Source: an optimization exercise on an open RTL-to-GDS flow (aim: small area). Production flows keep margins and buffers that such runs may drop. The RTL was checked by simulation tests, not by an equivalence proof against the original design. Power and IR drop assume default switching activity.

Setup of run A:
Design sev_seg_dis, start of the top module:
module sev_seg_dis(
    input rst,
    input btnU,
    input btnC,
    input btnD,
    input clk,
    input btnL,
    input btnR,
    output reg [6:0] seg,
    output [3:0] an,
    output [15:0] led
    );
==> flow/config.mk <==
export PLATFORM = sky130hd
export DESIGN_NAME = sev_seg_dis
export DESIGN_NICKNAME = sev_seg_dis
export VERILOG_FILES = /design/flow/design.v
export SDC_FILE = /design/flow/constraint.sdc
export NUM_CORES = 4
export LEC_CHECK = 0
export CAP_MARGIN = 20
export CORE_MARGIN = 2
export CORE_UTILIZATION = 40
export SLEW_MARGIN = 20
==> flow/constraint.sdc <==
create_clock -name core_clock -period 15.0 [get_ports {clk}]
set_input_delay 3.0000 -clock core_clock [delete_from_list [all_inputs] [get_ports {clk}]]
set_output_delay 3.0000 -clock core_clock [all_outputs]
set_load 0.01 [all_outputs]
standard.sh (not shown) runs the stock make flow with config.mk's settings and CLKGATE_MAP_FILE= SYNTH_SCRIPT=/design/flow/synth_recipe.tcl, a recipe that flattens the netlist after the stock synthesis.
==> flow/flow/run.sh <==
#!/bin/bash
# Own layout flow: the standard flow, except that synthesis maps the logic
# for area (no full-adder extraction or Kogge-Stone carry chains, and an ABC
# script with &deepsyn and area-oriented mapping). Registers are untouched, so
# they keep the standard synthesis's names and cell types. Every tool's output
# goes to a log in this folder (orfs/logs/... and the *.log files here).
set -euo pipefail
W=$(pwd)
F=$W/flow

# synthesis body: ORFS's synth.tcl with the two changes above
python3 - "$FLOW_HOME/scripts/synth.tcl" "$W/synth_body.tcl" "$F/abc_area.script" <<'PY'
import sys
src, dst, scr = sys.argv[1:4]
t = open(src).read()
a = '"-extra-map $::env(FLOW_HOME)/platforms/common/lcu_kogge_stone.v"'
assert t.count(a) == 1
t = t.replace(a, '""')
a = "if {\n  [env_var_exists_and_non_empty ADDER_MAP_FILE] &&"
assert t.count(a) == 1
t = t.replace(a, "if {\n  0 && [env_var_exists_and_non_empty ADDER_MAP_FILE] &&")
a = "  log_cmd abc {*}$abc_args\n"
assert t.count(a) == 1
t = t.replace(a, "  set abc_args [lreplace $abc_args 1 1 {%s}]\n" % scr + a)
open(dst, "w").write(t)
PY
sed "s#source \$::env(SCRIPTS_DIR)/synth.tcl#source {$W/synth_body.tcl}#" synth_recipe.tcl > my_synth.tcl
grep -q "synth_body.tcl" my_synth.tcl
sed "s#SYNTH_SCRIPT=[^ ]*#SYNTH_SCRIPT=$W/my_synth.tcl#" standard.sh > my_standard.sh
grep -q "SYNTH_SCRIPT=$W/my_synth.tcl" my_standard.sh

bash my_standard.sh finish > flow_make.log 2>&1
==> flow/flow/abc_area.script <==
strash
&get -n
&st
&deepsyn -J 20 -T 200
&dch -f
&nf -a -R 1000
&put
Inputs modified between run A and run B:
- putting CTS_BUF_LIST at sky130_fd_sc_hd__clkbuf_8 where nothing was set
--- a/flow/flow/run.sh
+++ b/flow/flow/run.sh
@@ -32 +32 @@
-bash my_standard.sh finish > flow_make.log 2>&1
+bash my_standard.sh BUFFER_PORTS_ARGS="-buffer_cell sky130_fd_sc_hd__buf_1" finish > flow_make.log 2>&1
==> comparison <==
Summary: with run A as the reference, critical path depth in run B moved up by more than a quarter.
On power consumed by sequential cells, run A tracks run B almost exactly.
Comparing run B against run A, there is no change at all in die extent in x.
In the flow results for run B and run A, the minimum clock period after layout is larger on run A.
After detailed routing, run A needs more wire than run B.
| final design area excluding fillers | lower: run B |
[compare] base=run A new=run B: required time of the worst setup path held, wire length per cell down about 1%, fraction of the cycle the final worst path needs went down, achievable clock frequency saw an increase.
For run C, these inputs were changed with respect to run B:
- swapping sky130_fd_sc_hd__clkbuf_8 for sky130_fd_sc_hd__clkbuf_4 sky130_fd_sc_hd__clkbuf_8 in CTS_BUF_LIST
Notes after the runs:
- Every run in the comparison, run B and run C, completed the flow with a clean layout.
- For the total iterations of the first detailed-routing run, run C came in 2 lower than run B did.
- Run B and run C ended up with roughly the same first-pass GRT wire length.
- Compared with run B, in run C worst setup slack increased 0.049 ns, final routed wirelength across all metal layers fell by 95 um, relative contribution of the clock network to total power now larger.
- Run C and run B ended up with roughly the same proportion of cell area occupied by registers.
- Run C vs run B: top achievable clock speed up slightly

==> afterwards: timing with drivers on the ports <==
How much do the figures lean on ideal ports? The routed layouts below were timed once more, with nothing changed but the port constraints.
Step 1, drivers: a clkbuf_16 drives clk and a buf_2 each remaining input, both assumed.
Step 2, shift: input delay + t, output delay - t, t = (earliest + latest rising clock arrival at the registers) / 2. This alone moves slack from input paths to output paths.
Slacks: ideal / step 1 / step 2; pairs: ideal / step 1.
run	t (ns)	slack for setup (ns)	worst setup path at the end
run A	0.390	6.749 / 6.767 / 6.377	input to register
run B	0.400	7.029 / 7.040 / 6.640	input to register
run C	0.399	7.078 / 7.089 / 6.689	input to register
After both steps every run listed still meets setup and hold.
